This is an optimization exercise on Yosys and OpenROAD, whose aim is small area, not a production implementation.
Where RTL was checked, it was by simulation tests only, not by an equivalence proof against the original.
No functional check of the RTL was part of runs 1 and 3.
Power and IR drop assume default switching activity.

### config.mk
export PLATFORM = sky130hd
export DESIGN_NAME = cordic
export DESIGN_NICKNAME = cordic
export VERILOG_FILES = /design/flow/design.v
export SDC_FILE = /design/flow/constraint.sdc
export NUM_CORES = 4
export LEC_CHECK = 0
export ABC_AREA = 1
export CAP_MARGIN = 20
export CORE_MARGIN = 2
export CORE_UTILIZATION = 40
export CTS_BUF_LIST = sky130_fd_sc_hd__clkbuf_8
export GPL_TIMING_DRIVEN = 0
export PLACE_DENSITY = 0.8
export SLEW_MARGIN = 20
### constraint.sdc
create_clock -name core_clock -period 5.0 [get_ports {clock}]
set_input_delay 1.0000 -clock core_clock [delete_from_list [all_inputs] [get_ports {clock}]]
set_output_delay 1.0000 -clock core_clock [all_outputs]
set_load 0.01 [all_outputs]
### design.v
`timescale 1ns / 1ps
module addsub #(
    parameter W = 8
) (
    input  [W-1:0] a,
    input  [W-1:0] b,
    input          sub,
    output [W-1:0] s
);
    logic [W:0] c;
    logic [W-1:0] bb;
    assign c[0] = sub;
    assign bb = b ^ {W{sub}};
    genvar i;
    generate
        for (i = 0; i < W; i++) begin : g
            assign s[i] = a[i] ^ bb[i] ^ c[i];
            assign c[i+1] = (a[i] & bb[i]) | (c[i] & (a[i] ^ bb[i]));
        end
    endgenerate
endmodule
module addsmall #(
    parameter W = 12,
    parameter K = 6
) (
    input  [W-1:0] a,
    input  [K-1:0] b,
    input          sub,
    output [W-1:0] s
);
    logic [K:0] c;
    logic [K-1:0] bb;
    logic t;
    assign c[0] = sub;
    assign bb = b ^ {K{sub}};
    assign t = b[K-1] ^ sub;       
    genvar i;
    generate
        for (i = 0; i < K; i++) begin : lo
            assign s[i] = a[i] ^ bb[i] ^ c[i];
            assign c[i+1] = (a[i] & bb[i]) | (c[i] & (a[i] ^ bb[i]));
        end
    endgenerate
    logic [W-K:0] all1, any1;
    assign all1[0] = 1'b1;
    assign any1[0] = 1'b0;
    generate
        for (i = K; i < W; i++) begin : hi
            assign all1[i-K+1] = all1[i-K] & a[i];
            assign any1[i-K+1] = any1[i-K] | a[i];
            assign s[i] = a[i] ^ t ^ (t ? (c[K] | any1[i-K]) : (c[K] & all1[i-K]));
        end
    endgenerate
endmodule
module addfast #(
    parameter W = 12,
    parameter K = 6
) (
    input  [W-1:0] a,
    input  [K-1:0] b,
    input          sub,
    output [W-1:0] s
);
    localparam LG = (K + 1 > 8) ? 4 : (K + 1 > 4) ? 3 : (K + 1 > 2) ? 2 : 1;
    logic [K-1:0] bb, pp, gg;
    logic t;
    assign bb = b ^ {K{sub}};
    assign t = b[K-1] ^ sub;       
    logic [K:0] G [0:LG];
    logic [K:0] P [0:LG];
    assign G[0] = {(a[K-1:0] & bb), sub};
    assign P[0] = {(a[K-1:0] ^ bb), 1'b0};
    genvar l, i;
    generate
        for (l = 0; l < LG; l++) begin : lev
            for (i = 0; i <= K; i++) begin : node
                if (((i >> l) & 1) == 1) begin : comb
                    localparam integer J = ((i >> l) << l) - 1;
                    assign G[l+1][i] = G[l][i] | (P[l][i] & G[l][J]);
                    assign P[l+1][i] = P[l][i] & P[l][J];
                end else begin : pass
                    assign G[l+1][i] = G[l][i];
                    assign P[l+1][i] = P[l][i];
                end
            end
        end
    endgenerate
    logic [K:0] c;
    assign c = G[LG];
    assign s[K-1:0] = (a[K-1:0] ^ bb) ^ c[K-1:0];
    logic [W-K:0] all1, any1;
    assign all1[0] = 1'b1;
    assign any1[0] = 1'b0;
    generate
        for (i = K; i < W; i++) begin : hi
            assign all1[i-K+1] = all1[i-K] & a[i];
            assign any1[i-K+1] = any1[i-K] | a[i];
            assign s[i] = a[i] ^ t ^ (t ? (c[K] | any1[i-K]) : (c[K] & all1[i-K]));
        end
    endgenerate
endmodule
module addfast2 #(
    parameter W = 12,
    parameter K = 6
) (
    input  [W-1:0] a,
    input  [K-1:0] b,
    input          sub,
    output [W-1:0] s
);
    localparam LG = (K + 1 > 8) ? 4 : (K + 1 > 4) ? 3 : (K + 1 > 2) ? 2 : 1;
    localparam U = W - K;
    localparam LU = (U > 8) ? 4 : (U > 4) ? 3 : (U > 2) ? 2 : (U > 1) ? 1 : 0;
    logic [K-1:0] bb;
    logic t;
    assign bb = b ^ {K{sub}};
    assign t = b[K-1] ^ sub;
    logic [K:0] G [0:LG];
    logic [K:0] P [0:LG];
    assign G[0] = {(a[K-1:0] & bb), sub};
    assign P[0] = {(a[K-1:0] ^ bb), 1'b0};
    genvar l, i;
    generate
        for (l = 0; l < LG; l++) begin : lev
            for (i = 0; i <= K; i++) begin : node
                if (((i >> l) & 1) == 1) begin : comb
                    localparam integer J = ((i >> l) << l) - 1;
                    assign G[l+1][i] = G[l][i] | (P[l][i] & G[l][J]);
                    assign P[l+1][i] = P[l][i] & P[l][J];
                end else begin : pass
                    assign G[l+1][i] = G[l][i];
                    assign P[l+1][i] = P[l][i];
                end
            end
        end
    endgenerate
    logic [K:0] c;
    assign c = G[LG];
    assign s[K-1:0] = (a[K-1:0] ^ bb) ^ c[K-1:0];
    logic [U-1:0] O [0:LU];
    logic [U-1:0] Z [0:LU];
    assign O[0] = a[W-1:K];
    assign Z[0] = ~a[W-1:K];
    generate
        for (l = 0; l < LU; l++) begin : ulev
            for (i = 0; i < U; i++) begin : unode
                if (((i >> l) & 1) == 1) begin : comb
                    localparam integer J = ((i >> l) << l) - 1;
                    assign O[l+1][i] = O[l][i] & O[l][J];
                    assign Z[l+1][i] = Z[l][i] & Z[l][J];
                end else begin : pass
                    assign O[l+1][i] = O[l][i];
                    assign Z[l+1][i] = Z[l][i];
                end
            end
        end
    endgenerate
    wire inc = c[K] & ~t;
    wire dec = ~c[K] & t;
    assign s[K] = a[K] ^ inc ^ dec;
    generate
        for (i = 1; i < U; i++) begin : hi
            assign s[K+i] = a[K+i] ^ ((inc & O[LU][i-1]) | (dec & Z[LU][i-1]));
        end
    endgenerate
endmodule
module addfast3 #(
    parameter W = 12,
    parameter K = 6
) (
    input  [W-1:0] a,
    input  [K-1:0] b,
    input          sub,
    output [W-1:0] s
);
    localparam LG = (K + 1 > 8) ? 4 : (K + 1 > 4) ? 3 : (K + 1 > 2) ? 2 : 1;
    localparam U = W - K;
    localparam LU = (U > 8) ? 4 : (U > 4) ? 3 : (U > 2) ? 2 : (U > 1) ? 1 : 0;
    logic [K-1:0] bb;
    logic t;
    assign bb = b ^ {K{sub}};
    assign t = b[K-1] ^ sub;
    logic [K:0] G [0:LG];
    logic [K:0] P [0:LG];
    assign G[0] = {(a[K-1:0] & bb), sub};
    assign P[0] = {(a[K-1:0] ^ bb), 1'b0};
    genvar l, i;
    generate
        for (l = 0; l < LG; l++) begin : lev
            for (i = 0; i <= K; i++) begin : node
                if (((i >> l) & 1) == 1) begin : comb
                    localparam integer J = ((i >> l) << l) - 1;
                    assign G[l+1][i] = G[l][i] | (P[l][i] & G[l][J]);
                    assign P[l+1][i] = P[l][i] & P[l][J];
                end else begin : pass
                    assign G[l+1][i] = G[l][i];
                    assign P[l+1][i] = P[l][i];
                end
            end
        end
    endgenerate
    logic [K:0] c;
    assign c = G[LG];
    assign s[K-1:0] = (a[K-1:0] ^ bb) ^ c[K-1:0];
    logic [U-1:0] O [0:LU];
    assign O[0] = a[W-1:K] ^ {U{t}};
    generate
        for (l = 0; l < LU; l++) begin : ulev
            for (i = 0; i < U; i++) begin : unode
                if (((i >> l) & 1) == 1) begin : comb
                    localparam integer J = ((i >> l) << l) - 1;
                    assign O[l+1][i] = O[l][i] & O[l][J];
                end else begin : pass
                    assign O[l+1][i] = O[l][i];
                end
            end
        end
    endgenerate
    wire inc = c[K] ^ t;
    assign s[K] = a[K] ^ inc;
    generate
        for (i = 1; i < U; i++) begin : hi
            assign s[K+i] = a[K+i] ^ (inc & O[LU][i-1]);
        end
    endgenerate
endmodule
`timescale 1ns / 1ps
module phase_controller (
    input clock,
    input reset,
    output [3:0] code,
    output [7:0] w,
    output [1:0] quadrant
);
    logic [3:0] cd;
    logic [7:0] wr;
    logic [5:0] c;
    logic e, r;
    logic [1:0] q;
    wire pre = (cd == 4'd0);
    wire up  = ~q[0];
    wire endq = up ? (cd == 4'd14) && (wr == 8'h1d || wr == 8'h1e)
                   : (cd == 4'd1) && (wr == 8'he2 || wr == 8'he1);
    logic [7:0] up1, dn1, up2, dn2;      
    logic [7:0] upw, upw1, dnw, dnw1;    
    assign up1 = ({8{cd == 0}} & 8'hf)
            | ({8{cd == 1}} & 8'h7e)
            | ({8{cd == 2}} & 8'h7e)
            | ({8{cd == 3}} & 8'h76)
            | ({8{cd == 4}} & 8'h7f)
            | ({8{cd == 5}} & 8'h7e)
            | ({8{cd == 6}} & 8'h7f)
            | ({8{cd == 7}} & 8'h40)
            | ({8{cd == 8}} & 8'h7f)
            | ({8{cd == 9}} & 8'h7e)
            | ({8{cd == 10}} & 8'h7e)
            | ({8{cd == 11}} & 8'h76)
            | ({8{cd == 12}} & 8'h7f)
            | ({8{cd == 13}} & 8'h7e);
    assign up2 = ({8{cd == 0}} & 8'he)
            | ({8{cd == 1}} & 8'h7d)
            | ({8{cd == 2}} & 8'h7d)
            | ({8{cd == 3}} & 8'h75)
            | ({8{cd == 4}} & 8'h7e)
            | ({8{cd == 5}} & 8'h7d)
            | ({8{cd == 6}} & 8'h7e)
            | ({8{cd == 7}} & 8'h3f)
            | ({8{cd == 8}} & 8'h7e)
            | ({8{cd == 9}} & 8'h7d)
            | ({8{cd == 10}} & 8'h7d)
            | ({8{cd == 11}} & 8'h75)
            | ({8{cd == 12}} & 8'h7e)
            | ({8{cd == 13}} & 8'h7d);
    assign upw = ({8{cd == 0}} & 8'he1)
            | ({8{cd == 1}} & 8'h81)
            | ({8{cd == 2}} & 8'h80)
            | ({8{cd == 3}} & 8'h88)
            | ({8{cd == 4}} & 8'h81)
            | ({8{cd == 5}} & 8'h81)
            | ({8{cd == 6}} & 8'h80)
            | ({8{cd == 7}} & 8'hbf)
            | ({8{cd == 8}} & 8'h80)
            | ({8{cd == 9}} & 8'h81)
            | ({8{cd == 10}} & 8'h80)
            | ({8{cd == 11}} & 8'h88)
            | ({8{cd == 12}} & 8'h81)
            | ({8{cd == 13}} & 8'h81);
    assign upw1 = ({8{cd == 0}} & 8'he2)
            | ({8{cd == 1}} & 8'h82)
            | ({8{cd == 2}} & 8'h81)
            | ({8{cd == 3}} & 8'h89)
            | ({8{cd == 4}} & 8'h82)
            | ({8{cd == 5}} & 8'h82)
            | ({8{cd == 6}} & 8'h81)
            | ({8{cd == 7}} & 8'hc0)
            | ({8{cd == 8}} & 8'h81)
            | ({8{cd == 9}} & 8'h82)
            | ({8{cd == 10}} & 8'h81)
            | ({8{cd == 11}} & 8'h89)
            | ({8{cd == 12}} & 8'h82)
            | ({8{cd == 13}} & 8'h82);
    assign dn1 = ({8{cd == 2}} & 8'h81)
            | ({8{cd == 3}} & 8'h80)
            | ({8{cd == 4}} & 8'h88)
            | ({8{cd == 5}} & 8'h81)
            | ({8{cd == 6}} & 8'h81)
            | ({8{cd == 7}} & 8'h80)
            | ({8{cd == 8}} & 8'hbf)
            | ({8{cd == 9}} & 8'h80)
            | ({8{cd == 10}} & 8'h81)
            | ({8{cd == 11}} & 8'h80)
            | ({8{cd == 12}} & 8'h88)
            | ({8{cd == 13}} & 8'h81)
            | ({8{cd == 14}} & 8'h81);
    assign dn2 = ({8{cd == 2}} & 8'h82)
            | ({8{cd == 3}} & 8'h81)
            | ({8{cd == 4}} & 8'h89)
            | ({8{cd == 5}} & 8'h82)
            | ({8{cd == 6}} & 8'h82)
            | ({8{cd == 7}} & 8'h81)
            | ({8{cd == 8}} & 8'hc0)
            | ({8{cd == 9}} & 8'h81)
            | ({8{cd == 10}} & 8'h82)
            | ({8{cd == 11}} & 8'h81)
            | ({8{cd == 12}} & 8'h89)
            | ({8{cd == 13}} & 8'h82)
            | ({8{cd == 14}} & 8'h82);
    assign dnw = ({8{cd == 2}} & 8'h7e)
            | ({8{cd == 3}} & 8'h7e)
            | ({8{cd == 4}} & 8'h76)
            | ({8{cd == 5}} & 8'h7f)
            | ({8{cd == 6}} & 8'h7e)
            | ({8{cd == 7}} & 8'h7f)
            | ({8{cd == 8}} & 8'h40)
            | ({8{cd == 9}} & 8'h7f)
            | ({8{cd == 10}} & 8'h7e)
            | ({8{cd == 11}} & 8'h7e)
            | ({8{cd == 12}} & 8'h76)
            | ({8{cd == 13}} & 8'h7f)
            | ({8{cd == 14}} & 8'h7e);
    assign dnw1 = ({8{cd == 2}} & 8'h7d)
            | ({8{cd == 3}} & 8'h7d)
            | ({8{cd == 4}} & 8'h75)
            | ({8{cd == 5}} & 8'h7e)
            | ({8{cd == 6}} & 8'h7d)
            | ({8{cd == 7}} & 8'h7e)
            | ({8{cd == 8}} & 8'h3f)
            | ({8{cd == 9}} & 8'h7e)
            | ({8{cd == 10}} & 8'h7d)
            | ({8{cd == 11}} & 8'h7d)
            | ({8{cd == 12}} & 8'h75)
            | ({8{cd == 13}} & 8'h7e)
            | ({8{cd == 14}} & 8'h7d);
    wire can_up = (cd != 4'd14);
    wire can_dn = (cd != 4'd1) && (cd != 4'd0);
    wire hit1 = up ? (wr == up1) : (wr == dn1);
    wire hit2 = up ? (wr == up2) : (wr == dn2);
    wire xing = (up ? can_up : can_dn) && (hit1 || (e && hit2));
    wire over = e && hit1;             
    logic [7:0] w_step, w_cross;
    addsub #(.W(8)) uw (.a(wr), .b({6'd0, e, ~e}), .sub(~up), .s(w_step));
    assign w_cross = up ? (over ? upw1 : upw) : (over ? dnw1 : dnw);
    logic [5:0] c_next;
    assign c_next = ({6{c == 6'd0}} & 6'he)
            | ({6{c == 6'd1}} & 6'hf)
            | ({6{c == 6'd2}} & 6'h10)
            | ({6{c == 6'd3}} & 6'h11)
            | ({6{c == 6'd4}} & 6'h12)
            | ({6{c == 6'd5}} & 6'h13)
            | ({6{c == 6'd6}} & 6'h14)
            | ({6{c == 6'd7}} & 6'h15)
            | ({6{c == 6'd8}} & 6'h16)
            | ({6{c == 6'd9}} & 6'h17)
            | ({6{c == 6'd10}} & 6'h18)
            | ({6{c == 6'd11}} & 6'h19)
            | ({6{c == 6'd12}} & 6'h1a)
            | ({6{c == 6'd13}} & 6'h1b)
            | ({6{c == 6'd14}} & 6'h1c)
            | ({6{c == 6'd15}} & 6'h1d)
            | ({6{c == 6'd16}} & 6'h1e)
            | ({6{c == 6'd17}} & 6'h1f)
            | ({6{c == 6'd18}} & 6'h20)
            | ({6{c == 6'd19}} & 6'h21)
            | ({6{c == 6'd20}} & 6'h22)
            | ({6{c == 6'd21}} & 6'h23)
            | ({6{c == 6'd22}} & 6'h24)
            | ({6{c == 6'd23}} & 6'h25)
            | ({6{c == 6'd24}} & 6'h26)
            | ({6{c == 6'd25}} & 6'he)
            | ({6{c == 6'd26}} & 6'hf)
            | ({6{c == 6'd27}} & 6'h10)
            | ({6{c == 6'd28}} & 6'h11)
            | ({6{c == 6'd29}} & 6'h12)
            | ({6{c == 6'd30}} & 6'h13)
            | ({6{c == 6'd31}} & 6'h14)
            | ({6{c == 6'd32}} & 6'h15)
            | ({6{c == 6'd33}} & 6'h16)
            | ({6{c == 6'd34}} & 6'h17)
            | ({6{c == 6'd35}} & 6'h18)
            | ({6{c == 6'd36}} & 6'h19)
            | ({6{c == 6'd37}} & 6'h1a)
            | ({6{c == 6'd38}} & 6'h1b);
    wire c_big = (c >= 6'd25);
    always_ff @(posedge clock) begin
        if (reset || pre) begin
            c <= '0;
            e <= 1'b0;
            r <= 1'b0;
        end
        else begin
            r <= endq;
            if (r)
                c <= '0;
            else begin
                c <= c_next;
                e <= c_big;
            end
        end
    end
    always_ff @(posedge clock) begin
        if (reset) begin
            q <= 2'd0;
            cd <= 4'd0;
            wr <= 8'd0;
        end
        else if (endq)
            q <= q + 2'd1;
        else if (xing) begin
            cd <= up ? cd + 4'd1 : cd - 4'd1;
            wr <= w_cross;
        end
        else
            wr <= w_step;
    end
    assign code = cd;
    assign w = wr;
    assign quadrant = q;
endmodule
`timescale 1ns / 1ps
module cordic (
    input clock,
    input reset,
    output signed [12:0] sine,
    output signed [12:0] cosine
);
    logic [3:0] code;
    logic [7:0] w;
    logic [1:0] q;
    phase_controller pc (.clock(clock), .reset(reset), .code(code), .w(w), .quadrant(q));
    wire [9:0] dirs_a = {code, ~w[7], w[6:2]};
    logic [10:0] x8, y8;
    wire [6:0] ts = dirs_a[9:3];
    wire sw = ts[6];
    wire [5:0] tj = ts[5:0] ^ {6{sw}};
    logic [10:0] ta, tb;
    assign ta = ({11{tj == 6'd11}} & 11'h7fe)
            | ({11{tj == 6'd12}} & 11'h7fd)
            | ({11{tj == 6'd13}} & 11'h7fd)
            | ({11{tj == 6'd14}} & 11'h7fb)
            | ({11{tj == 6'd15}} & 11'h7fb)
            | ({11{tj == 6'd16}} & 11'h7f5)
            | ({11{tj == 6'd17}} & 11'h7f3)
            | ({11{tj == 6'd18}} & 11'h7ef)
            | ({11{tj == 6'd19}} & 11'h7ed)
            | ({11{tj == 6'd20}} & 11'h7e8)
            | ({11{tj == 6'd21}} & 11'h7e4)
            | ({11{tj == 6'd22}} & 11'h7de)
            | ({11{tj == 6'd23}} & 11'h7da)
            | ({11{tj == 6'd24}} & 11'h7d1)
            | ({11{tj == 6'd25}} & 11'h7cb)
            | ({11{tj == 6'd26}} & 11'h7c3)
            | ({11{tj == 6'd27}} & 11'h7bd)
            | ({11{tj == 6'd28}} & 11'h7b4)
            | ({11{tj == 6'd29}} & 11'h7ac)
            | ({11{tj == 6'd30}} & 11'h7a2)
            | ({11{tj == 6'd31}} & 11'h79a)
            | ({11{tj == 6'd32}} & 11'h791)
            | ({11{tj == 6'd33}} & 11'h787)
            | ({11{tj == 6'd34}} & 11'h77d)
            | ({11{tj == 6'd35}} & 11'h773)
            | ({11{tj == 6'd36}} & 11'h766)
            | ({11{tj == 6'd37}} & 11'h75a)
            | ({11{tj == 6'd38}} & 11'h74e)
            | ({11{tj == 6'd39}} & 11'h742)
            | ({11{tj == 6'd40}} & 11'h732)
            | ({11{tj == 6'd41}} & 11'h724)
            | ({11{tj == 6'd42}} & 11'h716)
            | ({11{tj == 6'd43}} & 11'h708)
            | ({11{tj == 6'd44}} & 11'h6f8)
            | ({11{tj == 6'd45}} & 11'h6ea)
            | ({11{tj == 6'd46}} & 11'h6d9)
            | ({11{tj == 6'd47}} & 11'h6c9)
            | ({11{tj == 6'd48}} & 11'h6b5)
            | ({11{tj == 6'd49}} & 11'h6a5)
            | ({11{tj == 6'd50}} & 11'h692)
            | ({11{tj == 6'd51}} & 11'h680)
            | ({11{tj == 6'd52}} & 11'h66d)
            | ({11{tj == 6'd53}} & 11'h65b)
            | ({11{tj == 6'd54}} & 11'h647)
            | ({11{tj == 6'd55}} & 11'h635)
            | ({11{tj == 6'd56}} & 11'h61e)
            | ({11{tj == 6'd57}} & 11'h60a)
            | ({11{tj == 6'd58}} & 11'h5f4)
            | ({11{tj == 6'd59}} & 11'h5e0)
            | ({11{tj == 6'd60}} & 11'h5ca)
            | ({11{tj == 6'd61}} & 11'h5b4)
            | ({11{tj == 6'd62}} & 11'h59e);
    assign tb = ({11{tj == 6'd11}} & 11'he)
            | ({11{tj == 6'd12}} & 11'h30)
            | ({11{tj == 6'd13}} & 11'h4e)
            | ({11{tj == 6'd14}} & 11'h6e)
            | ({11{tj == 6'd15}} & 11'h8c)
            | ({11{tj == 6'd16}} & 11'hae)
            | ({11{tj == 6'd17}} & 11'hcc)
            | ({11{tj == 6'd18}} & 11'hec)
            | ({11{tj == 6'd19}} & 11'h10a)
            | ({11{tj == 6'd20}} & 11'h12c)
            | ({11{tj == 6'd21}} & 11'h14a)
            | ({11{tj == 6'd22}} & 11'h16a)
            | ({11{tj == 6'd23}} & 11'h188)
            | ({11{tj == 6'd24}} & 11'h1aa)
            | ({11{tj == 6'd25}} & 11'h1c8)
            | ({11{tj == 6'd26}} & 11'h1e8)
            | ({11{tj == 6'd27}} & 11'h206)
            | ({11{tj == 6'd28}} & 11'h225)
            | ({11{tj == 6'd29}} & 11'h243)
            | ({11{tj == 6'd30}} & 11'h261)
            | ({11{tj == 6'd31}} & 11'h27f)
            | ({11{tj == 6'd32}} & 11'h290)
            | ({11{tj == 6'd33}} & 11'h2ae)
            | ({11{tj == 6'd34}} & 11'h2cd)
            | ({11{tj == 6'd35}} & 11'h2e9)
            | ({11{tj == 6'd36}} & 11'h308)
            | ({11{tj == 6'd37}} & 11'h324)
            | ({11{tj == 6'd38}} & 11'h342)
            | ({11{tj == 6'd39}} & 11'h35e)
            | ({11{tj == 6'd40}} & 11'h37d)
            | ({11{tj == 6'd41}} & 11'h399)
            | ({11{tj == 6'd42}} & 11'h3b5)
            | ({11{tj == 6'd43}} & 11'h3d1)
            | ({11{tj == 6'd44}} & 11'h3ed)
            | ({11{tj == 6'd45}} & 11'h407)
            | ({11{tj == 6'd46}} & 11'h423)
            | ({11{tj == 6'd47}} & 11'h43d)
            | ({11{tj == 6'd48}} & 11'h459)
            | ({11{tj == 6'd49}} & 11'h473)
            | ({11{tj == 6'd50}} & 11'h48d)
            | ({11{tj == 6'd51}} & 11'h4a7)
            | ({11{tj == 6'd52}} & 11'h4c1)
            | ({11{tj == 6'd53}} & 11'h4d9)
            | ({11{tj == 6'd54}} & 11'h4f3)
            | ({11{tj == 6'd55}} & 11'h50b)
            | ({11{tj == 6'd56}} & 11'h526)
            | ({11{tj == 6'd57}} & 11'h53e)
            | ({11{tj == 6'd58}} & 11'h555)
            | ({11{tj == 6'd59}} & 11'h56b)
            | ({11{tj == 6'd60}} & 11'h584)
            | ({11{tj == 6'd61}} & 11'h59a)
            | ({11{tj == 6'd62}} & 11'h5b0);
    assign x8 = sw ? tb : ta;
    assign y8 = sw ? ta : tb;
    logic [10:0] x9, y9;
    addfast2 #(.W(11), .K(4)) ux9 (.a(11'(x8)), .b(4'(y8 >> 8)), .sub(dirs_a[2]), .s(x9));
    addfast2 #(.W(11), .K(4)) uy9 (.a(11'(y8)), .b(4'(x8 >> 8)), .sub(~dirs_a[2]), .s(y9));
    logic [9:0] dirs_r1;
    logic [1:0] q_r1;
    logic [10:0] x_r1;
    logic [10:0] y_r1;
    always_ff @(posedge clock) begin
        dirs_r1 <= dirs_a;
        q_r1 <= q;
        x_r1 <= x9;
        y_r1 <= y9;
    end
    logic [10:0] x10, y10;
    addfast2 #(.W(11), .K(3)) ux10 (.a(11'(x_r1)), .b(3'(y_r1 >> 9)), .sub(dirs_r1[1]), .s(x10));
    addfast2 #(.W(11), .K(3)) uy10 (.a(11'(y_r1)), .b(3'(x_r1 >> 9)), .sub(~dirs_r1[1]), .s(y10));
    wire mx = q_r1[0] ^ q_r1[1];
    wire my = q_r1[1];
    wire bx = y10[10];
    wire by = x10[10];
    logic signed [2:0] ax, ay;
    assign ax = mx ? (dirs_r1[0] ? 3'd1 + {2'b00, bx} : 3'd1 - {2'b00, bx}) : (dirs_r1[0] ? 3'd0 - {2'b00, bx} : {2'b00, bx});
    assign ay = my ? (dirs_r1[0] ? 3'd1 - {2'b00, by} : 3'd1 + {2'b00, by}) : (dirs_r1[0] ? {2'b00, by} : 3'd0 - {2'b00, by});
    logic [10:0] rx, ry;
    addfast2 #(.W(11), .K(3)) ux11 (.a(x10 ^ {11{mx}}), .b(ax), .sub(1'b0), .s(rx));
    addfast2 #(.W(11), .K(3)) uy11 (.a(y10 ^ {11{my}}), .b(ay), .sub(1'b0), .s(ry));
    assign cosine = {1'b0, ~mx, rx};
    assign sine = {1'b0, ~my, ry};
endmodule
### run.sh
#!/bin/bash
# synth_recipe.tcl (not shown) runs the flow's synth.tcl, then flattens the netlist and writes it again
# the make line also repeats each setting of config.mk as NAME=value (left out here)
make -C /OpenROAD-flow-scripts/flow DESIGN_CONFIG=/design/flow/config.mk WORK_HOME=/design/flow/orfs CLKGATE_MAP_FILE= SYNTH_SCRIPT=/design/flow/synth_recipe.tcl finish
==> results.yml, run 1 <==
final_layout:
  final_cell_mix: "nand2_1, nor2_1, inv_1, nand3_1, xor2_1"
  fin_util_pct: 47.3
  layout.nets: 1406
  area_growth_pct: 16.0
  nFillCells: 1827
  antennaDiodeCount: 0
  fin_area_um2: 8500
  final_common_cell: "nand2_1"
  drive_above_1_share_pct: 12.5
  layout.cells.non_filler: 1597
placement:
  gp_congestion: 1.04
  port_buffers: 25
  dp_hpwl_um: 18400
  placed_cells: 1563
  dpl_cell_area_um2: 7870
clocking:
  cts_tree: "built"
  clockBufferDepth: 2
  clock_latency_ns: 0.33
  cts-root-buf: "clkbuf_8"
  cts.clk_slew.worst_paths_ns: 0.10
  holdBufCountCts: 0
  numCtsBuffers: 5
  clkSinkCount: 48
  htreeDepth: 2
yosys:
  yosysSeqAreaShare_pct: 13.1
  ys_seq_elements: 48
  synth_area_um2: 7330
  syn_avg_cell_area_um2: 5.60
  netlist_instances: 1308
  synthTopCellsByArea: "nand2_1, dfxtp_1, nand3_1"
  synth_cell_type_count: 57
  synth_flop_cell: "dfxtp_1"
  synth_top_area_cell: "nand2_1"
  synth_edf_count: 0
  ys_warn_count: 12
  async_flop_share_pct: 0
  synth_top_cell_area_share_pct: 23.1
timing:
  slew_viol_final: 0
  post-route-period-util_pct: 97.3
  max-slew-margin-rel_pct: 54.0
  finalCriticalPeriod_ns: 4.87
  clock.fmax_mhz: 205
  fin_skew_ns: 0.0137
  hold_viol_final: 0
  finalSetupViolCount: 0
  whs_ns: 0.363
  worstMarginPinSlew_ns: 0.690
  finalSetupTns_ns: 0
power:
  p_sw_mw: 0.185
  ir_drop_mv: 0.141
  seqPwrFrac_pct: 52.1
  p_sw_share_pct: 24.8
  combPwrFrac_pct: 8.1
  clockPowerShare_pct: 39.8
  intPower_mw: 0.560
  leakagePower_nw: 5.23
  power_density_nw_per_um2: 87.6
drt:
  vias: 8686
  viasPerCell: 5.44
  wire_per_inst_um: 14.9
  first_pass_iters: 8
  post-route-drc-count: 0
  ant_nets: 0
  dr.first_iter.drc_count: 752
  wl_um: 23700
floorplan:
  core_um2: 18000
  num_rows: 49
  die_x_um: 139
  die_h_um: 139
  io_pins: 28
  start_util_pct: 40.8
  dieArea_um2: 19400
critical_path:
  r2r-end: "x_r1[6]$_DFF_P_"
  reg2reg_depth: 25
  worstSetupEndpointType: "primary output"
  required_ns: 4.00
  crit_start: "dirs_r1[1]$_DFF_P_"
  crit_path_max_fanout: 6
  critPathKind: "flip-flop to primary output"
  timing.rr.start: "pc.cd[3]$_SDFFE_PP0P_"
  ff2ff_setup_slack_ns: 0.36
  arrival_ns: 3.87
  start_kind: "flip-flop"
outcome:
  outcome: "complete, no violations"
grt:
  grt.total_usage_pct: 23.3
  grt_overflow: 0
  grt_first_pass_wirelength_um: 37600
  grt_pass1_vias: 7733
  grt_antenna_before_repair: 0
  grt_max_degree: 17
worst_hold_path:
  hold_path_depth: 0
  hold_path_end: "q_r1[1]$_DFF_P_"
  hold_start: "pc.q[1]$_SDFFE_PP0P_"
  hp-class: "flip-flop to flip-flop"
flow_run:
  drv_cap: 0
## how the worst max path moves through the flow
stage	end	cells after the start
finish	sine[6]	23
global route	sine[6]	23
CTS	sine[9]	23
detailed placement	x_r1[5]$_DFF_P_	27
global placement	x_r1[5]$_DFF_P_	27
floorplan	x_r1[5]$_DFF_P_	27
## synth_stat cells, drive strengths merged (2+ instances only)
library cell,number
nor2,180
nor3,28
inv,151
a2111oi,3
dfxtp,48
ha,23
clkinv,2
o21a,3
nand2,466
nor4,11
nand4,29
nand3,127
o21ai,56
a21oi,27
fa,14
clkbuf,15
nand3b,7
xor2,56
buf,12
o31ai,2
xnor2,15
a31oi,7
a221oi,2
a211oi,3
o211ai,2
or2,6
o22ai,2
## state kept, by name (all words and copies together), names as in the netlist
signal / count
dirs_r1: 2
pc.wr: 8
x_r1: 11
pc.r: 1
pc.c: 6
q_r1: 2
y_r1: 11
pc.cd: 4
pc.e: 1
pc.q: 2
## timing repair
action | CTS | global route
gates resized for setup | 30 | 79
endpoints found under the setup margin | 31 | 30
gates cloned | 0 | 0
pin swaps | 5 | 26
buffers inserted | 2 | 25
## area by class of cell
cell class | instances | area [um2] | area share, %
buffer | 26 | 156 | 1.84
inverter | 153 | 579 | 6.81
timing repair buffer | 52 | 475 | 5.59
multi-input combinational | 1081 | 5920 | 69.6
sequential | 48 | 968 | 11.4
clock buffer | 5 | 68.8 | 0.809
tap | 229 | 287 | 3.37
clock inverter | 3 | 46.3 | 0.544
## stage by stage
| stage | setup WS [ns] | total power [mW] |
|---|---|---|
| 3_5_place_dp | -0.641 | 0.455 |
| 3_3_place_gp | -0.659 | 0.453 |
| 4_1_cts | -0.0894 | 0.746 |
| 5_1_grt | -0.170 | 0.772 |
| 6_report | 0.134 | 0.745 |
| 2_1_floorplan | 0.429 | 0.436 |
## power by group through the flow
stage               logic, mW  registers (mW)  clock network (mW)
floorplan              0.0401           0.396                   0
global placement       0.0555           0.398                   0
detailed placement     0.0567           0.398                   0
CTS                    0.0566           0.389               0.301
global route           0.0663           0.389               0.316
finish                 0.0602           0.388               0.296
## critical path: stages, from the launching register on
cell,delay (ns)
dfxtp_4,0.40
xor2_4,0.16
ha_1,0.31
nand3_2,0.12
nand2_1,0.14
nor2_4,0.13
nand3_1,0.13
nand2_1,0.11
nand2_1,0.07
nand2_2,0.13
nor2_4,0.05
nand2_2,0.12
inv_1,0.06
ha_1,0.33
nand2_1,0.08
nor2_1,0.04
a211oi_1,0.17
inv_1,0.13
nor2_4,0.19
buf_4,0.15
nand3_1,0.09
nand2_1,0.10
xor2_1,0.17
clkbuf_2,0.16
## cells by family after synthesis
group / share of synthesized area, %
buf+inv: 9.83
fa+ha+maj: 7.75
flops: 13.1
simple gates: 50.7
compound gates: 9.20
mux: 0.137
xor+xnor: 9.25
other cells: 0.0512
## layer usage
metal / track usage, % / wire, um
met5: 0 / 0
met3: 2.89 / 1450
met2: 39.7 / 11300
met4: 9.30 / 999
met1: 29.9 / 10000
==> inputs of run 2 (changes only) <==
--- a/design.v
+++ b/design.v
@@ -244,5 +244,5 @@
     logic [7:0] up1, dn1, up2, dn2;      
     logic [7:0] upw, upw1, dnw, dnw1;    
-    assign up1 = ({8{cd == 0}} & 8'hf)
+    assign up1 = ({8{cd == 0}} & 8'he)
             | ({8{cd == 1}} & 8'h7e)
             | ({8{cd == 2}} & 8'h7e)
@@ -258,5 +258,5 @@
             | ({8{cd == 12}} & 8'h7f)
             | ({8{cd == 13}} & 8'h7e);
-    assign up2 = ({8{cd == 0}} & 8'he)
+    assign up2 = ({8{cd == 0}} & 8'hd)
             | ({8{cd == 1}} & 8'h7d)
             | ({8{cd == 2}} & 8'h7d)
@@ -560,7 +560,4 @@
     assign x8 = sw ? tb : ta;
     assign y8 = sw ? ta : tb;
-    logic [10:0] x9, y9;
-    addfast2 #(.W(11), .K(4)) ux9 (.a(11'(x8)), .b(4'(y8 >> 8)), .sub(dirs_a[2]), .s(x9));
-    addfast2 #(.W(11), .K(4)) uy9 (.a(11'(y8)), .b(4'(x8 >> 8)), .sub(~dirs_a[2]), .s(y9));
     logic [9:0] dirs_r1;
     logic [1:0] q_r1;
@@ -570,20 +567,33 @@
         dirs_r1 <= dirs_a;
         q_r1 <= q;
-        x_r1 <= x9;
-        y_r1 <= y9;
+        x_r1 <= x8;
+        y_r1 <= y8;
     end
+    logic [10:0] x9, y9;
+    addfast2 #(.W(11), .K(4)) ux9 (.a(11'(x_r1)), .b(4'(y_r1 >> 8)), .sub(dirs_r1[2]), .s(x9));
+    addfast2 #(.W(11), .K(4)) uy9 (.a(11'(y_r1)), .b(4'(x_r1 >> 8)), .sub(~dirs_r1[2]), .s(y9));
     logic [10:0] x10, y10;
-    addfast2 #(.W(11), .K(3)) ux10 (.a(11'(x_r1)), .b(3'(y_r1 >> 9)), .sub(dirs_r1[1]), .s(x10));
-    addfast2 #(.W(11), .K(3)) uy10 (.a(11'(y_r1)), .b(3'(x_r1 >> 9)), .sub(~dirs_r1[1]), .s(y10));
-    wire mx = q_r1[0] ^ q_r1[1];
-    wire my = q_r1[1];
-    wire bx = y10[10];
-    wire by = x10[10];
+    addfast2 #(.W(11), .K(3)) ux10 (.a(11'(x9)), .b(3'(y9 >> 9)), .sub(dirs_r1[1]), .s(x10));
+    addfast2 #(.W(11), .K(3)) uy10 (.a(11'(y9)), .b(3'(x9 >> 9)), .sub(~dirs_r1[1]), .s(y10));
+    logic [9:0] dirs_r2;
+    logic [1:0] q_r2;
+    logic [10:0] x_r2;
+    logic [10:0] y_r2;
+    always_ff @(posedge clock) begin
+        dirs_r2 <= dirs_r1;
+        q_r2 <= q_r1;
+        x_r2 <= x10;
+        y_r2 <= y10;
+    end
+    wire mx = q_r2[0] ^ q_r2[1];
+    wire my = q_r2[1];
+    wire bx = y_r2[10];
+    wire by = x_r2[10];
     logic signed [2:0] ax, ay;
-    assign ax = mx ? (dirs_r1[0] ? 3'd1 + {2'b00, bx} : 3'd1 - {2'b00, bx}) : (dirs_r1[0] ? 3'd0 - {2'b00, bx} : {2'b00, bx});
-    assign ay = my ? (dirs_r1[0] ? 3'd1 - {2'b00, by} : 3'd1 + {2'b00, by}) : (dirs_r1[0] ? {2'b00, by} : 3'd0 - {2'b00, by});
+    assign ax = mx ? (dirs_r2[0] ? 3'd1 + {2'b00, bx} : 3'd1 - {2'b00, bx}) : (dirs_r2[0] ? 3'd0 - {2'b00, bx} : {2'b00, bx});
+    assign ay = my ? (dirs_r2[0] ? 3'd1 - {2'b00, by} : 3'd1 + {2'b00, by}) : (dirs_r2[0] ? {2'b00, by} : 3'd0 - {2'b00, by});
     logic [10:0] rx, ry;
-    addfast2 #(.W(11), .K(3)) ux11 (.a(x10 ^ {11{mx}}), .b(ax), .sub(1'b0), .s(rx));
-    addfast2 #(.W(11), .K(3)) uy11 (.a(y10 ^ {11{my}}), .b(ay), .sub(1'b0), .s(ry));
+    addfast2 #(.W(11), .K(3)) ux11 (.a(x_r2 ^ {11{mx}}), .b(ax), .sub(1'b0), .s(rx));
+    addfast2 #(.W(11), .K(3)) uy11 (.a(y_r2 ^ {11{my}}), .b(ay), .sub(1'b0), .s(ry));
     assign cosine = {1'b0, ~mx, rx};
     assign sine = {1'b0, ~my, ry};
==> run 2 against run 1 <==
Still clean. Synthesized cell count down 7.6%. Cell count down 7.1%. Flip-flop and latch count up 26. Clock power up 63%. Synthesized area up 2.1%. Critical path depth down 5. Utilization down 2.8 points. Routed wire length down 15%. Cell area down 2.9%. Register-to-register slack better by 0.10 ns. Global-route usage down 3.0 points. Combinational power down 8.0%. Highest routed layer unchanged.
==> results.yml, run 2 <==
critical_path:
  start_kind: "flip-flop"
  critPathTopFamily: "buffers and inverters"
  cpMostUsedCell: "inv_1"
  cp_cell_sequence: "clkbuf_1 -> or2_2 -> nand2_2 -> buf_6 -> xor2_1 -> inv_1 -> ha_1 -> nand2_1 -> nand2_1 -> a31oi_1 -> inv_1 -> nor2_1 -> inv_1 -> nor3_4 -> nand4_1 -> o21ai_2 -> xor2_1 -> clkdlybuf4s50_1"
  critPathKind: "flip-flop to primary output"
  arrival_ns: 3.79
  critPathMaxStageDelay_ns: 0.55
  r2r-end: "pc.wr[7]$_SDFFE_PP0N_"
  worstSetupEndpointType: "primary output"
  ff2ff_setup_slack_ns: 0.46
  timing.rr.start: "pc.q[0]$_SDFFE_PP0P_"
  cp_num_cells: 18
  cp_slowest_cell: "clkdlybuf4s50_1"
  path_buf_inv: 6
  reg2reg_depth: 18
  crit_path_max_fanout: 10
  required_ns: 4.00
drt:
  first_pass_iters: 7
  dr.first_iter.drc_count: 792
  ant_nets: 0
  viasPerCell: 5.39
  wire_per_inst_um: 13.6
  wl_um: 20100
  vias: 7993
  post-route-drc-count: 0
clocking:
  cts_tree: "built"
  cts-root-buf: "clkbuf_8"
  htreeDepth: 3
  cts.clk_slew.worst_paths_ns: 0.07
  clkSinkCount: 74
  post-cts-setup-buffer-count: 0
  holdBufCountCts: 0
  clockBufferDepth: 2
  clock_latency_ns: 0.34
  numCtsBuffers: 9
yosys:
  syn_avg_cell_area_um2: 6.19
  synth_commonest_cells: "nand2_1, inv_1, nor2_1"
  ys_seq_elements: 74
  netlist_instances: 1209
  synth_flop_cell: "dfxtp_1"
  synth_top_cell_area_share_pct: 19.8
  yosysSeqAreaShare_pct: 19.8
  synth_top_area_cell: "dfxtp_1"
  ys_warn_count: 12
  async_flop_share_pct: 0
  synth_edf_count: 0
  synth_area_um2: 7480
  synth_cell_type_count: 55
  synthTopCellsByArea: "dfxtp_1, nand2_1, inv_1"
  yosysMostFrequentCell: "nand2_1"
grt:
  grt_max_degree: 12
  grt_busiest_layer: "met2"
  grt_pass1_vias: 7288
  use_met2_pct: 33.8
  grt_overflow: 0
  grt_first_pass_wirelength_um: 33800
  use_met1_pct: 25.8
  grt_antenna_before_repair: 0
  grt.total_usage_pct: 20.2
  globalRouteMet3Util_pct: 2.89
floorplan:
  die_h_um: 141
  io_pins: 28
  start_util_pct: 40.4
  dieArea_um2: 19800
  core_um2: 18500
  num_rows: 50
  die_x_um: 141
timing:
  finalCriticalPeriod_ns: 4.79
  worstMarginPinSlew_ns: 0.759
  clock.fmax_mhz: 209
  hold_viol_final: 0
  post-route-period-util_pct: 95.7
  finalSetupTns_ns: 0
  worst_slack_ns: 0.213
  whs_ns: 0.330
  slew_viol_final: 0
  fin_skew_ns: 0.0113
  max-slew-margin-rel_pct: 48.7
  finalSetupViolCount: 0
worst_hold_path:
  hold_path_end: "q_r2[1]$_DFF_P_"
  hp-class: "flip-flop to flip-flop"
  hold_path_depth: 0
  hold_start: "q_r1[1]$_DFF_P_"
placement:
  place_ws_ns: 0.384
  port_buffers: 24
  dp_hpwl_um: 16400
  gp_congestion: 1.03
power:
  p_total_mw: 1.14
  ir_drop_mv: 0.142
  leakagePower_nw: 4.58
  power_density_nw_per_um2: 138
final_layout:
  drive_above_1_share_pct: 7.04
  layout.nets: 1284
  antennaDiodeCount: 0
  final_common_cell: "nand2_1"
  area_growth_pct: 10.4
  final_cell_mix: "nand2_1, inv_1, nor2_1, nand3_1, dfxtp_1"
flow_run:
  drv_cap: 0
outcome:
  outcome: "complete, no violations"
## run 2: cell types whose count changed after synthesis, sizes merged, moves of 12 or more
cell   previous run  this run
dfxtp            48        74
inv             151       166
nand2           466       325
nand3           127       104
nand4            29        43
nor2            180       140
nor3             28        40
o21ai            56        70
## run 2: how the worst max path moves through the flow
stage                         start                     to  slack (ns)
2_1_floorplan  pc.q[0]$_SDFFE_PP0P_  pc.wr[7]$_SDFFE_PP0N_        0.94
3_3_place_gp        q_r2[1]$_DFF_P_             cosine[10]        0.46
3_5_place_dp        q_r2[1]$_DFF_P_             cosine[10]        0.38
4_1_cts             q_r2[1]$_DFF_P_             cosine[10]        0.08
5_1_grt             q_r2[1]$_DFF_P_             cosine[10]       -0.02
6_report            q_r2[1]$_DFF_P_             cosine[10]        0.21
## run 2: cell families after synthesis
group / count (synthesis) / synth area share [%]
AO/OA/AOI/OAI: 133 / 9.80
adder cells (fa/ha/maj): 37 / 7.59
other: 1 / 0.0501
buffers and inverters: 194 / 10.3
XOR/XNOR: 87 / 10.8
AND/OR/NAND/NOR: 683 / 41.7
flip-flops: 74 / 19.8
## run 2: area by class of cell
| class | count | area, um2 |
|---|---|---|
| buffer | 27 | 146 |
| clock buffer | 10 | 138 |
| clock inverter | 6 | 75.1 |
| fill | 1920 | 10300 |
| inverter | 167 | 627 |
| multi-input combinational | 942 | 5260 |
| sequential | 74 | 1480 |
| tap | 234 | 293 |
| timing repair buffer | 24 | 240 |
## run 2: power breakdown
group	leakage (nW)	switching, mW	internal, mW
Sequential	0.597	0.00674	0.596
Clock	0.121	0.194	0.287
Combinational	3.86	0.0310	0.0244
## run 2: stage by stage
stage,cell area (um2),instances,util (%)
detailed placement,8020,1468,43.3
finish,8260,1484,44.6
CTS,8230,1484,44.5
global route,8260,1484,44.6
floorplan,7480,1210,-
global placement,8020,1468,43.3
## run 2: what timing repair did
action | CTS | global route
setup endpoints to repair | 1 | 4
pin swaps | 0 | 0
hold endpoints to repair | 0 | 0
cloned | 0 | 0
resized for setup | 1 | 6
## run 2: routing by layer
layer	up-vias	wire, um
li1	3996	-
met1	3519	8480
met2	389	9150
met3	89	1630
met4	0	888
met5	-	0
## run 2: worst reg2reg max path, cell delays in order, from the launching register on
cell and delay (ns):
dfxtp_1 0.41, buf_2 0.23, inv_1 0.10, buf_2 0.21, buf_1 0.45, nor2_1 0.09, nor2_1 0.16, fa_1 0.20
inv_1 0.06, fa_1 0.42, fa_1 0.42, fa_1 0.42, fa_1 0.42, fa_1 0.41, xor2_1 0.17, nand2_1 0.06
nand2_1 0.05, nand2_1 0.05, a21oi_1 0.06
==> inputs of run 3 (changes only) <==
--- a/design.v
+++ b/design.v
@@ -239,9 +239,7 @@
     logic [1:0] q;
     wire pre = (cd == 4'd0);
-    wire up  = ~q[0];
-    wire endq = up ? (cd == 4'd14) && (wr == 8'h1d || wr == 8'h1e)
-                   : (cd == 4'd1) && (wr == 8'he2 || wr == 8'he1);
-    logic [7:0] up1, dn1, up2, dn2;      
-    logic [7:0] upw, upw1, dnw, dnw1;    
+    wire endq = (cd == 4'd14) && (wr == 8'h1d || wr == 8'h1e);
+    logic [7:0] up1, up2;           
+    logic [7:0] upw, upw1;          
     assign up1 = ({8{cd == 0}} & 8'he)
             | ({8{cd == 1}} & 8'h7e)
@@ -300,65 +298,18 @@
             | ({8{cd == 12}} & 8'h82)
             | ({8{cd == 13}} & 8'h82);
-    assign dn1 = ({8{cd == 2}} & 8'h81)
-            | ({8{cd == 3}} & 8'h80)
-            | ({8{cd == 4}} & 8'h88)
-            | ({8{cd == 5}} & 8'h81)
-            | ({8{cd == 6}} & 8'h81)
-            | ({8{cd == 7}} & 8'h80)
-            | ({8{cd == 8}} & 8'hbf)
-            | ({8{cd == 9}} & 8'h80)
-            | ({8{cd == 10}} & 8'h81)
-            | ({8{cd == 11}} & 8'h80)
-            | ({8{cd == 12}} & 8'h88)
-            | ({8{cd == 13}} & 8'h81)
-            | ({8{cd == 14}} & 8'h81);
-    assign dn2 = ({8{cd == 2}} & 8'h82)
-            | ({8{cd == 3}} & 8'h81)
-            | ({8{cd == 4}} & 8'h89)
-            | ({8{cd == 5}} & 8'h82)
-            | ({8{cd == 6}} & 8'h82)
-            | ({8{cd == 7}} & 8'h81)
-            | ({8{cd == 8}} & 8'hc0)
-            | ({8{cd == 9}} & 8'h81)
-            | ({8{cd == 10}} & 8'h82)
-            | ({8{cd == 11}} & 8'h81)
-            | ({8{cd == 12}} & 8'h89)
-            | ({8{cd == 13}} & 8'h82)
-            | ({8{cd == 14}} & 8'h82);
-    assign dnw = ({8{cd == 2}} & 8'h7e)
-            | ({8{cd == 3}} & 8'h7e)
-            | ({8{cd == 4}} & 8'h76)
-            | ({8{cd == 5}} & 8'h7f)
-            | ({8{cd == 6}} & 8'h7e)
-            | ({8{cd == 7}} & 8'h7f)
-            | ({8{cd == 8}} & 8'h40)
-            | ({8{cd == 9}} & 8'h7f)
-            | ({8{cd == 10}} & 8'h7e)
-            | ({8{cd == 11}} & 8'h7e)
-            | ({8{cd == 12}} & 8'h76)
-            | ({8{cd == 13}} & 8'h7f)
-            | ({8{cd == 14}} & 8'h7e);
-    assign dnw1 = ({8{cd == 2}} & 8'h7d)
-            | ({8{cd == 3}} & 8'h7d)
-            | ({8{cd == 4}} & 8'h75)
-            | ({8{cd == 5}} & 8'h7e)
-            | ({8{cd == 6}} & 8'h7d)
-            | ({8{cd == 7}} & 8'h7e)
-            | ({8{cd == 8}} & 8'h3f)
-            | ({8{cd == 9}} & 8'h7e)
-            | ({8{cd == 10}} & 8'h7d)
-            | ({8{cd == 11}} & 8'h7d)
-            | ({8{cd == 12}} & 8'h75)
-            | ({8{cd == 13}} & 8'h7e)
-            | ({8{cd == 14}} & 8'h7d);
-    wire can_up = (cd != 4'd14);
-    wire can_dn = (cd != 4'd1) && (cd != 4'd0);
-    wire hit1 = up ? (wr == up1) : (wr == dn1);
-    wire hit2 = up ? (wr == up2) : (wr == dn2);
-    wire xing = (up ? can_up : can_dn) && (hit1 || (e && hit2));
+    wire hit1 = (wr == up1);
+    wire hit2 = (wr == up2);
+    wire xing = (cd != 4'd14) && (hit1 || (e && hit2));
     wire over = e && hit1;             
-    logic [7:0] w_step, w_cross;
-    addsub #(.W(8)) uw (.a(wr), .b({6'd0, e, ~e}), .sub(~up), .s(w_step));
-    assign w_cross = up ? (over ? upw1 : upw) : (over ? dnw1 : dnw);
+    logic [7:0] w_step;
+    wire g1 = e | wr[0];
+    assign w_step[0] = wr[0] ^ ~e;
+    assign w_step[1] = wr[1] ^ g1;
+    genvar k;
+    generate
+        for (k = 2; k < 8; k++) begin : ws
+            assign w_step[k] = wr[k] ^ (g1 & (&wr[k-1:1]));
+        end
+    endgenerate
     logic [5:0] c_next;
     assign c_next = ({6{c == 6'd0}} & 6'he)
@@ -424,9 +375,12 @@
             wr <= 8'd0;
         end
-        else if (endq)
+        else if (endq) begin
             q <= q + 2'd1;
+            cd <= 4'd1;
+            wr <= 8'he1;
+        end
         else if (xing) begin
-            cd <= up ? cd + 4'd1 : cd - 4'd1;
-            wr <= w_cross;
+            cd <= cd + 4'd1;
+            wr <= over ? upw1 : upw;
         end
         else
@@ -448,5 +402,8 @@
     logic [1:0] q;
     phase_controller pc (.clock(clock), .reset(reset), .code(code), .w(w), .quadrant(q));
-    wire [9:0] dirs_a = {code, ~w[7], w[6:2]};
+    wire [9:0] dirs_ac = {code, ~w[7], w[6:2]};
+    wire tie1 = q[0] && (code == 4'd12) && (w == 8'h88);
+    wire tie2 = q[0] && (code == 4'd4) && (w == 8'h88);
+    wire [9:0] dirs_a = tie1 ? 10'b0100000010 : tie2 ? 10'b1100000010 : dirs_ac ^ {10{q[0]}};
     logic [10:0] x8, y8;
     wire [6:0] ts = dirs_a[9:3];
@@ -571,6 +528,6 @@
     end
     logic [10:0] x9, y9;
-    addfast2 #(.W(11), .K(4)) ux9 (.a(11'(x_r1)), .b(4'(y_r1 >> 8)), .sub(dirs_r1[2]), .s(x9));
-    addfast2 #(.W(11), .K(4)) uy9 (.a(11'(y_r1)), .b(4'(x_r1 >> 8)), .sub(~dirs_r1[2]), .s(y9));
+    addfast #(.W(11), .K(4)) ux9 (.a(11'(x_r1)), .b(4'(y_r1 >> 8)), .sub(dirs_r1[2]), .s(x9));
+    addfast #(.W(11), .K(4)) uy9 (.a(11'(y_r1)), .b(4'(x_r1 >> 8)), .sub(~dirs_r1[2]), .s(y9));
     logic [10:0] x10, y10;
     addfast2 #(.W(11), .K(3)) ux10 (.a(11'(x9)), .b(3'(y9 >> 9)), .sub(dirs_r1[1]), .s(x10));
==> run 3 against run 2 <==
Combinational power down 9.7%. Sequential share of layout area up 0.37 points. Critical path type unchanged. Power up 4.4%. Sequential power about the same. Clock-buffer cell count down 1. Worst setup slack better by 0.12 ns. Cell area down 2.0%. Critical path depth unchanged. Highest routed layer unchanged. Synthesized cell count down 2.6%. Non-clock buffer count down 2. Synthesized area down 2.5%. Flip-flop and latch count unchanged.
==> results.yml, run 3 <==
outcome:
  outcome: "complete, no violations"
critical_path:
  required_ns: 4.00
  cp_slowest_cell: "clkdlybuf4s50_1"
  timing.rr.start: "dirs_r1[2]$_SDFF_PP0_"
  critPathMaxStageDelay_ns: 0.55
  r2r-end: "y_r2[9]$_DFF_P_"
  arrival_ns: 3.66
  cp_cell_sequence: "or2_2 -> nand2_4 -> buf_6 -> xor2_1 -> inv_1 -> ha_1 -> nand2_1 -> nand2_1 -> a31oi_1 -> inv_1 -> nor2_1 -> nand3b_1 -> nor2_1 -> nand2_1 -> nor2_1 -> o21bai_1 -> xnor2_1 -> clkdlybuf4s50_1"
  start_kind: "flip-flop"
  crit_path_max_fanout: 10
  worstSetupEndpointType: "primary output"
  crit_start: "q_r2[1]$_DFF_P_"
  reg2reg_depth: 24
  critPathKind: "flip-flop to primary output"
  ff2ff_setup_slack_ns: 0.47
timing:
  rsz0062_at_grt: "no"
  finalSetupTns_ns: 0
  worstMarginPinSlew_ns: 0.588
  finalSetupViolCount: 0
  finalCriticalPeriod_ns: 4.66
  slew_viol_final: 0
  fin_skew_ns: 0.0143
  hold_viol_final: 0
  max-slew-margin-rel_pct: 60.8
  clock.fmax_mhz: 214
  post-route-period-util_pct: 93.3
yosys:
  yosysSeqAreaShare_pct: 20.3
  synthTopCellsByArea: "dfxtp_1, nand2_1, xor2_1"
  synth_cell_type_count: 50
  async_flop_share_pct: 0
  ys_seq_elements: 74
  synth_top_cell_area_share_pct: 20.3
  ys_warn_count: 10
  synth_top_area_cell: "dfxtp_1"
  syn_avg_cell_area_um2: 6.19
  netlist_instances: 1178
  synth_edf_count: 0
  synth_commonest_cells: "nand2_1, inv_1, nor2_1"
  yosysMostFrequentCell: "nand2_1"
  synth_area_um2: 7300
  synth_flop_cell: "dfxtp_1"
clocking:
  cts-root-buf: "clkbuf_8"
  cts_tree: "built"
  numCtsBuffers: 9
  clkSinkCount: 74
  htreeDepth: 3
  clock_latency_ns: 0.36
  clockBufferDepth: 2
  cts.clk_slew.worst_paths_ns: 0.07
  holdBufCountCts: 0
grt:
  grt.total_usage_pct: 20.0
  grt_antenna_before_repair: 0
  grt_overflow: 0
  grt_max_degree: 13
  grt_first_pass_wirelength_um: 32400
  grt_pass1_vias: 6985
power:
  power_density_nw_per_um2: 147
  ir_drop_mv: 0.0925
  clockPowerShare_pct: 45.3
  intPower_mw: 0.946
  combPwrFrac_pct: 4.2
  p_sw_share_pct: 20.5
  seqPwrFrac_pct: 50.5
  leakagePower_nw: 4.57
  p_sw_mw: 0.244
floorplan:
  io_pins: 28
  start_util_pct: 40.8
  die_x_um: 139
  core_um2: 17900
  dieArea_um2: 19300
  die_h_um: 139
  num_rows: 49
drt:
  post-route-drc-count: 0
  dr.first_iter.drc_count: 576
  viasPerCell: 5.19
  vias: 7507
  wl_um: 19400
  ant_nets: 0
  wire_per_inst_um: 13.4
  first_pass_iters: 5
final_layout:
  final_cell_mix: "nand2_1, inv_1, nor2_1, nand3_1, dfxtp_1"
  drive_above_1_share_pct: 9.44
  area_growth_pct: 10.9
  antennaDiodeCount: 0
  layout.nets: 1244
  fin_util_pct: 45.2
  final_common_cell: "nand2_1"
flow_run:
  drv_cap: 0
placement:
  port_buffers: 25
  gp_congestion: 1.07
  dp_hpwl_um: 15700
worst_hold_path:
  hp-class: "flip-flop to flip-flop"
  hold_path_end: "q_r2[1]$_DFF_P_"
  hold_path_depth: 0
  hold_start: "q_r1[1]$_DFF_P_"
## run 3: changes by cell type after synthesis, moves of 8 or more
cell | before | now
nand3_1 | 103 | 79
o21ai_0 | 66 | 44
nand2_1 | 309 | 329
a21oi_1 | 36 | 21
nor2_1 | 123 | 136
nor4_1 | 19 | 8
nand3_2 | 1 | 11
nand2_2 | 15 | 24
nand2_4 | 1 | 10
nand4_1 | 43 | 34
nor3_1 | 35 | 27
xnor2_1 | 22 | 30
## run 3: worst max path at each step
stage                       to  slack (ns)  cells past startpoint
2_1_floorplan  x_r2[5]$_DFF_P_        1.04                     21
3_3_place_gp         cosine[9]        0.37                     17
3_5_place_dp        cosine[10]        0.28                     20
4_1_cts             cosine[10]        0.05                     20
5_1_grt        y_r2[9]$_DFF_P_        0.02                     25
6_report             cosine[9]        0.34                     18
## run 3: final cells by class
cell class / instances / area [um2]
fill: 1868 / 9810
multi-input combinational: 924 / 5080
sequential: 74 / 1480
inverter: 156 / 586
tap: 229 / 287
timing repair buffer: 25 / 253
buffer: 24 / 175
clock buffer: 9 / 124
clock inverter: 6 / 108
## run 3: kinds of logic (layout without fill, tap and decap cells)
logic type | count (synthesis) | after routing | share of synthesized area [%]
fa+ha+maj | 28 | 28 | 5.63
buf+inv | 181 | 220 | 10.4
xor+xnor | 98 | 98 | 11.9
other cells | 1 | 2 | 0.0514
flops | 74 | 74 | 20.3
simple gates | 695 | 695 | 43.6
compound gates | 101 | 101 | 8.18
## run 3: what timing repair did
| action | in CTS | in global routing |
|---|---|---|
| setup buffers | 0 | 0 |
| resized for setup | 2 | 5 |
| endpoints found under the hold margin | 0 | 0 |
| pin swaps | 0 | 0 |
| endpoints found under the setup margin | 2 | 7 |
## run 3: routing by layer
layer,vias to the layer above,track usage (%),share of wire (%)
li1,3829,-,-
met1,3302,25.3,43
met2,309,32.9,45
met3,67,3.80,7.8
met4,0,9.25,3.7
met5,-,0,0
## run 3: through the flow
| step | hold slack [ns] | worst slack [ns] | instances | power, mW | area [um2] |
|---|---|---|---|---|---|
| final | 0.329 | 0.337 | 1447 | 1.19 | 8090 |
| after global routing | 0.353 | 0.0177 | 1447 | 1.24 | 8090 |
| after CTS | 0.330 | 0.0525 | 1448 | 1.20 | 8070 |
| after detailed placement | 0.312 | 0.284 | 1433 | 0.664 | 7840 |
| after global placement | 0.315 | 0.366 | 1433 | 0.663 | 7840 |
| after floorplan | 0.310 | 1.04 | 1179 | 0.647 | 7300 |
## run 3: power groups by stage
stage | Combinational (mW) | Clock, mW | Sequential [mW]
2_1_floorplan | 0.0343 | 0 | 0.613
3_3_place_gp | 0.0489 | 0 | 0.614
3_5_place_dp | 0.0499 | 0 | 0.614
4_1_cts | 0.0502 | 0.552 | 0.600
5_1_grt | 0.0566 | 0.579 | 0.601
6_report | 0.0500 | 0.539 | 0.601
## run 3: critical path, delay by kind of cell (launching register included)
kind                       cells  cell delay, ns
adders and majority gates      1            0.31
AOI/OAI and AO/OA              2            0.32
and+or+nand+nor                9            1.15
DFF                            1            0.39
buffers and inverters          4            0.86
xor gates and xnor gates       2            0.28
==> inputs of run 4 (changes only) <==
--- a/design.v
+++ b/design.v
@@ -528,6 +528,6 @@
     end
     logic [10:0] x9, y9;
-    addfast #(.W(11), .K(4)) ux9 (.a(11'(x_r1)), .b(4'(y_r1 >> 8)), .sub(dirs_r1[2]), .s(x9));
-    addfast #(.W(11), .K(4)) uy9 (.a(11'(y_r1)), .b(4'(x_r1 >> 8)), .sub(~dirs_r1[2]), .s(y9));
+    addfast2 #(.W(11), .K(4)) ux9 (.a(11'(x_r1)), .b(4'(y_r1 >> 8)), .sub(dirs_r1[2]), .s(x9));
+    addfast2 #(.W(11), .K(4)) uy9 (.a(11'(y_r1)), .b(4'(x_r1 >> 8)), .sub(~dirs_r1[2]), .s(y9));
     logic [10:0] x10, y10;
     addfast2 #(.W(11), .K(3)) ux10 (.a(11'(x9)), .b(3'(y9 >> 9)), .sub(dirs_r1[1]), .s(x10));
==> run 4 against run 3 <==
Cell area is 0.43% higher. Register-to-register slack better by 0.25 ns. Largest cell class unchanged. Clock-buffer cell count is 1 higher. Synthesized area is 0.53% higher. First-iteration DRC count is 15% higher. Still clean. Sequential power hardly changed.
==> results.yml, run 4 <==
power:
  power_density_nw_per_um2: 142
  p_sw_mw: 0.246
  ir_drop_mv: 0.0925
  intPower_mw: 0.912
  clockPowerShare_pct: 44.2
  p_sw_share_pct: 21.2
  leakagePower_nw: 4.60
  seqPwrFrac_pct: 51.8
  p_total_mw: 1.16
  combPwrFrac_pct: 4.0
timing:
  finalSetupTns_ns: 0
  max-slew-margin-rel_pct: 64.5
  worstMarginPinSlew_ns: 0.528
  slew_viol_final: 0
  clock.fmax_mhz: 213
  finalCriticalPeriod_ns: 4.70
  whs_ns: 0.333
  post-route-period-util_pct: 94.0
  fin_skew_ns: 0.0163
  hold_viol_final: 0
  finalSetupViolCount: 0
grt:
  grt_max_degree: 14
  grt_pass1_vias: 7127
  grt_first_pass_wirelength_um: 33300
  grt_overflow: 0
  grt_antenna_before_repair: 0
  grt.total_usage_pct: 20.6
placement:
  port_buffers: 25
  dpl_cell_area_um2: 7880
  dp_hpwl_um: 16500
  gp_congestion: 1.06
clocking:
  cts.clk_slew.worst_paths_ns: 0.08
  clkSinkCount: 74
  cts_tree: "built"
  numCtsBuffers: 9
  cts-root-buf: "clkbuf_8"
  post-cts-setup-buffer-count: 0
  htreeDepth: 3
  clockBufferDepth: 2
  clock_latency_ns: 0.35
final_layout:
  drive_above_1_share_pct: 10.7
  area_growth_pct: 10.8
  final_common_cell: "nand2_1"
  final_cell_mix: "nand2_1, nor2_1, inv_1, nand3_1, dfxtp_1"
  nFillCells: 1877
  fin_area_um2: 8130
  antennaDiodeCount: 0
  layout.nets: 1255
yosys:
  yosysMostFrequentCell: "nand2_1"
  ys_warn_count: 12
  synthTopCellsByArea: "dfxtp_1, nand2_1, nor2_1"
  synth_cell_type_count: 55
  synth_area_um2: 7330
  async_flop_share_pct: 0
  netlist_instances: 1188
  synth_flop_cell: "dfxtp_1"
  synth_edf_count: 0
  synth_top_area_cell: "dfxtp_1"
  synth_top_cell_area_share_pct: 20.2
  yosysSeqAreaShare_pct: 20.2
  ys_seq_elements: 74
  synth_commonest_cells: "nand2_1, nor2_1, inv_1"
  syn_avg_cell_area_um2: 6.17
critical_path:
  critPathKind: "flip-flop to primary output"
  path_buf_inv: 4
  cp_slowest_cell: "clkdlybuf4s50_1"
  cp_cell_sequence: "buf_2 -> or2_2 -> nand2_2 -> buf_6 -> xor2_1 -> inv_1 -> ha_1 -> nand2_1 -> nand2_1 -> a31oi_1 -> and2_4 -> nand4_1 -> nor2_1 -> nand2_1 -> a21oi_2 -> xor2_1 -> clkdlybuf4s50_1"
  crit_path_max_fanout: 10
  arrival_ns: 3.70
  required_ns: 4.00
  start_kind: "flip-flop"
  worstSetupEndpointType: "primary output"
  cpMostUsedCell: "nand2_1"
  critPathTopFamily: "simple AND/OR/NAND/NOR gates"
  critPathMaxStageDelay_ns: 0.56
drt:
  ant_nets: 0
  vias: 7705
  post-route-drc-count: 0
  wire_per_inst_um: 13.7
  viasPerCell: 5.28
  first_pass_iters: 5
  wl_um: 20000
  dr.first_iter.drc_count: 663
floorplan:
  num_rows: 49
  core_um2: 18000
  io_pins: 28
  die_x_um: 139
  start_util_pct: 40.8
  dieArea_um2: 19400
  die_h_um: 139
flow_run:
  drv_cap: 0
outcome:
  outcome: "complete, no violations"
worst_hold_path:
  hp-class: "flip-flop to flip-flop"
## run 4: cell types whose count changed in the layout (fill, tap and decap cells not counted), sizes merged, moves of 5 or more
cell	before	now
nand4	34	29
a31oi	7	2
nand2	363	381
inv	156	144
nand3	90	95
o21ai	47	41
xor2	68	62
nor3	29	34
## run 4: final cells by class
class / count / area [um2] / share of cell area, %
buffer: 26 / 195 / 2.40
clock buffer: 10 / 138 / 1.69
multi-input combinational: 944 / 5140 / 63.3
tap: 229 / 287 / 3.53
sequential: 74 / 1480 / 18.2
inverter: 145 / 544 / 6.70
timing repair buffer: 25 / 250 / 3.08
clock inverter: 6 / 90.1 / 1.11
## run 4: worst paths after layout
path / from / to / slack (ns) / cells past startpoint
worst min-delay path: q_r1[0]$_DFF_P_ / q_r2[0]$_DFF_P_ / 0.33 / 0
worst max register to register: dirs_r1[2]$_SDFF_PP0_ / x_r2[5]$_DFF_P_ / 0.72 / 21
worst min register to register: q_r1[0]$_DFF_P_ / q_r2[0]$_DFF_P_ / 0.33 / 0
worst max-delay path: q_r2[1]$_DFF_P_ / cosine[10] / 0.30 / 17
## run 4: per-layer routing
layer	global-route usage [%]	vias to the layer above	share of wire, %
li1	-	3868	-
met1	25.1	3400	42
met2	34.8	353	46
met3	3.92	84	7.1
met4	10.5	0	4.3
met5	0	-	0
## run 4: metrics by stage
stage,setup WS (ns),instances,util [%]
6_report,0.298,1459,45.2
5_1_grt,-0.00717,1459,45.2
4_1_cts,0.104,1459,45.1
3_5_place_dp,0.502,1443,43.8
3_3_place_gp,0.545,1443,43.8
2_1_floorplan,1.31,1189,-
## run 4: power groups by stage
stage | logic [mW] | registers [mW] | clock network [mW]
after global routing | 0.0527 | 0.600 | 0.549
after global placement | 0.0458 | 0.613 | 0
final | 0.0469 | 0.599 | 0.511
after detailed placement | 0.0467 | 0.613 | 0
after floorplan | 0.0325 | 0.612 | 0
after CTS | 0.0469 | 0.599 | 0.521
## run 4: kinds of logic (layout without fill, tap and decap cells)
| logic type | count (synthesis) | after routing | synth area share, % |
|---|---|---|---|
| AOI/OAI and AO/OA | 96 | 96 | 7.86 |
| xor gates and xnor gates | 88 | 88 | 11.1 |
| adders and majority gates | 28 | 28 | 5.60 |
| buffers and inverters | 171 | 212 | 10.0 |
| DFF | 74 | 74 | 20.2 |
| muxes | 2 | 2 | 0.290 |
| other | 1 | 2 | 0.0511 |
| and+or+nand+nor | 728 | 728 | 44.9 |
## run 4: what timing repair did
item | in CTS | in global routing
gates resized for setup | 0 | 6
setup endpoints to repair | 0 | 2
hold buffers | 0 | 0

[afterwards: timing with drivers on the ports]
The results above use ideal ports. As a check the final layouts listed here were re-extracted and re-timed, cells and wires unchanged.
Step 1 sets driving cells, clkbuf_16 on the clock port and buf_2 on the other inputs (assumed; they add their load-dependent delay and slew).
Step 2 moves the port delays by t, midway between the first and last clock arrival at a register: inputs arrive t later, outputs are due t later. That takes back most of the time a late clock gives input paths.
Three values: ideal, step 1, step 2; two values: the first two.
run	t (ns)	slack for setup (ns)	worst setup path at the end	latest minus earliest clock arrival (ns)
run 1	0.356	0.134 / 0.102 / 0.361	register to register	0.014 / 0.013
run 2	0.367	0.213 / 0.183 / 0.456	register to register	0.011 / 0.012
run 3	0.388	0.337 / 0.302 / 0.466	register to register	0.015 / 0.015
run 4	0.375	0.298 / 0.266 / 0.641	register to output	0.016 / 0.016
After both steps every run listed still meets setup and hold.
